This design comes from an exercise in tuning for small area, a short achievable clock period and few clock cycles per item on the open sky130 flow, not from production work. In this exercise RTL edits were held to simulation tests only and were not proved equivalent to the original. No activity file was given, so power comes from the tool's default toggle rates.

== old ==
Design mp_adder, start of the top module:
module mp_adder (
    input  wire         iAddSub,
    input  wire         iClk,
    input  wire         iRst,
    input  wire         iStart,
    input  wire [511:0] iOpA,
    input  wire [511:0] iOpB,
    output wire [512:0] oRes,
    output wire         oDone);
clock: 5.0 ns
lec_check: 0
cap_margin: 20
core_area: 10 10 460 460
die_area: 0 0 470 470
gpl_timing_driven: 0
setup_slack_margin: 0.5
slew_margin: 20
synth_hierarchical: 1
standard.sh (not shown) runs the stock make flow with config.mk's settings and CLKGATE_MAP_FILE= SYNTH_SCRIPT=/design/flow/synth_recipe.tcl, a recipe that flattens the netlist after the stock synthesis.
==> flow/flow/run.sh <==
#!/bin/bash
# Standard ORFS layout (the standard.sh) with three changes to how it is done:
# - buffer_ports gives every input and output port a buf_1 cell (the resizer
#   still sizes them as timing needs) instead of the cell it picks by default;
# - the ports are placed in bit order round the die edge, each bit's
#   iOpA/iOpB/oRes side by side (flow/pinorder.tcl, before place_pins);
# - before the resize step's repair_design, high-fanout nets get buffer trees
#   built from their sinks' locations (flow/pre_resize.tcl, flow/tree.tcl).
set -euo pipefail
export BUFFER_PORTS_ARGS="-buffer_cell sky130_fd_sc_hd__buf_1"
export PRE_IO_PLACEMENT_TCL="$(pwd)/flow/pinorder.tcl"
export PRE_RESIZE_TCL="$(pwd)/flow/pre_resize.tcl"
bash standard.sh > standard_flow.log 2>&1
Other scripts of this flow, unchanged in this note and not shown: flow/flow/pinorder.tcl, flow/flow/pre_resize.tcl, flow/flow/tree.tcl
Testbench counts of old, summed over its fixed seeds: cycles 768, items 384.
What new does differently from old at the input level:
--- a/flow/design.v
+++ b/flow/design.v
@@ -85,18 +85,12 @@
 endmodule
 module mpa_xor (
     input  wire [3:0] a, b,
     output wire [3:0] y);
     assign y = a ^ b;
 endmodule
-module mpa_ha (
-    input  wire [3:0] a, b,
-    output wire [3:0] p, g);
-    assign p = a ^ b;
-    assign g = a & b;
-endmodule
 module mpa_and (
     input  wire [3:0] a, b,
     output wire [3:0] y);
     assign y = a & b;
 endmodule
 module mpa_gp (
@@ -131,13 +125,14 @@
     reg         rCout;
     reg         rDone;
     wire [127:0] ci = {rC, iAddSub};
     genvar j;
     generate for (j = 0; j < 128; j = j + 1) begin : chunk
         mpa_bx  u_bx  (.s(iAddSub), .b(iOpB[4*j +: 4]), .bx(bx[4*j +: 4]));
-        mpa_ha  u_pg  (.a(iOpA[4*j +: 4]), .b(bx[4*j +: 4]), .p(p[4*j +: 4]), .g(g[4*j +: 4]));
+        mpa_xor u_p   (.a(iOpA[4*j +: 4]), .b(bx[4*j +: 4]), .y(p[4*j +: 4]));
+        mpa_and u_g   (.a(iOpA[4*j +: 4]), .b(bx[4*j +: 4]), .y(g[4*j +: 4]));
         mpa_gp  u_gp  (.p(p[4*j +: 4]), .g(g[4*j +: 4]), .G(cg[j]), .Pc(cp[j]));
         assign c[4*j] = ci[j];
         mpa_ng  u_c1  (.gh(g[4*j+0]), .ph(p[4*j+0]), .gl(c[4*j+0]), .g(c[4*j+1]));
         mpa_ng  u_c2  (.gh(g[4*j+1]), .ph(p[4*j+1]), .gl(c[4*j+1]), .g(c[4*j+2]));
         mpa_ng  u_c3  (.gh(g[4*j+2]), .ph(p[4*j+2]), .gl(c[4*j+2]), .g(c[4*j+3]));
         mpa_xor u_s   (.a(p[4*j +: 4]), .b(c[4*j +: 4]), .y(sum[4*j +: 4]));
### Flow results
- Fraction of the mapped netlist area in adder cells ended up 22 points lower on new than on old.
- Diff new..old | die outline height | unchanged
- Compared with old, new ends up with a larger final cell area.
- Going from old to new, final worst slack was more or less identical; overall fraction of global-route tracks in use went up by 0.46 points.
- When the final numbers for old and new were put side by side, the met3 global-route usage turned out to be smaller in old.
- Compared with old, in new layout net count essentially unchanged, HPWL after detailed placement rose 4.2 mm.
- new ends up with a logic depth of the worst path, buffers included that is 2 higher than in old.
- Placed standard-cell area grows by a few percent when moving from old to new.
- Delta(net switching share of the total power, new - old) > 0
Testbench counts of new, summed over its fixed seeds: cycles 768, items 384.

-- what the ideal ports hide --
In the flow no input, the clock included, has a driving cell. The finished layouts below were timed again as built, in two steps.
Step 1 (the two cells are an assumption about what drives the block):
set clk [get_ports {iClk}]
set_driving_cell -lib_cell sky130_fd_sc_hd__clkbuf_16 $clk
set_driving_cell -lib_cell sky130_fd_sc_hd__buf_2 [delete_from_list [all_inputs] $clk]
Step 2, shift: input delay + t, output delay - t, t = (earliest + latest rising clock arrival at the registers) / 2. This alone moves slack from input paths to output paths.
Three values: no drivers, after step 1, after step 2; two values: the first two.
run	t, ns	slack for setup (ns)	clock arrival spread, ns
old	0.588	0.602 / 0.629 / 0.041	0.014 / 0.014
new	0.605	0.604 / 0.654 / 0.050	0.017 / 0.017
After both steps every run listed still meets setup and hold. The setup slack of old, which loses most, moves by +0.027 ns with the drivers and by -0.561 ns with both steps.
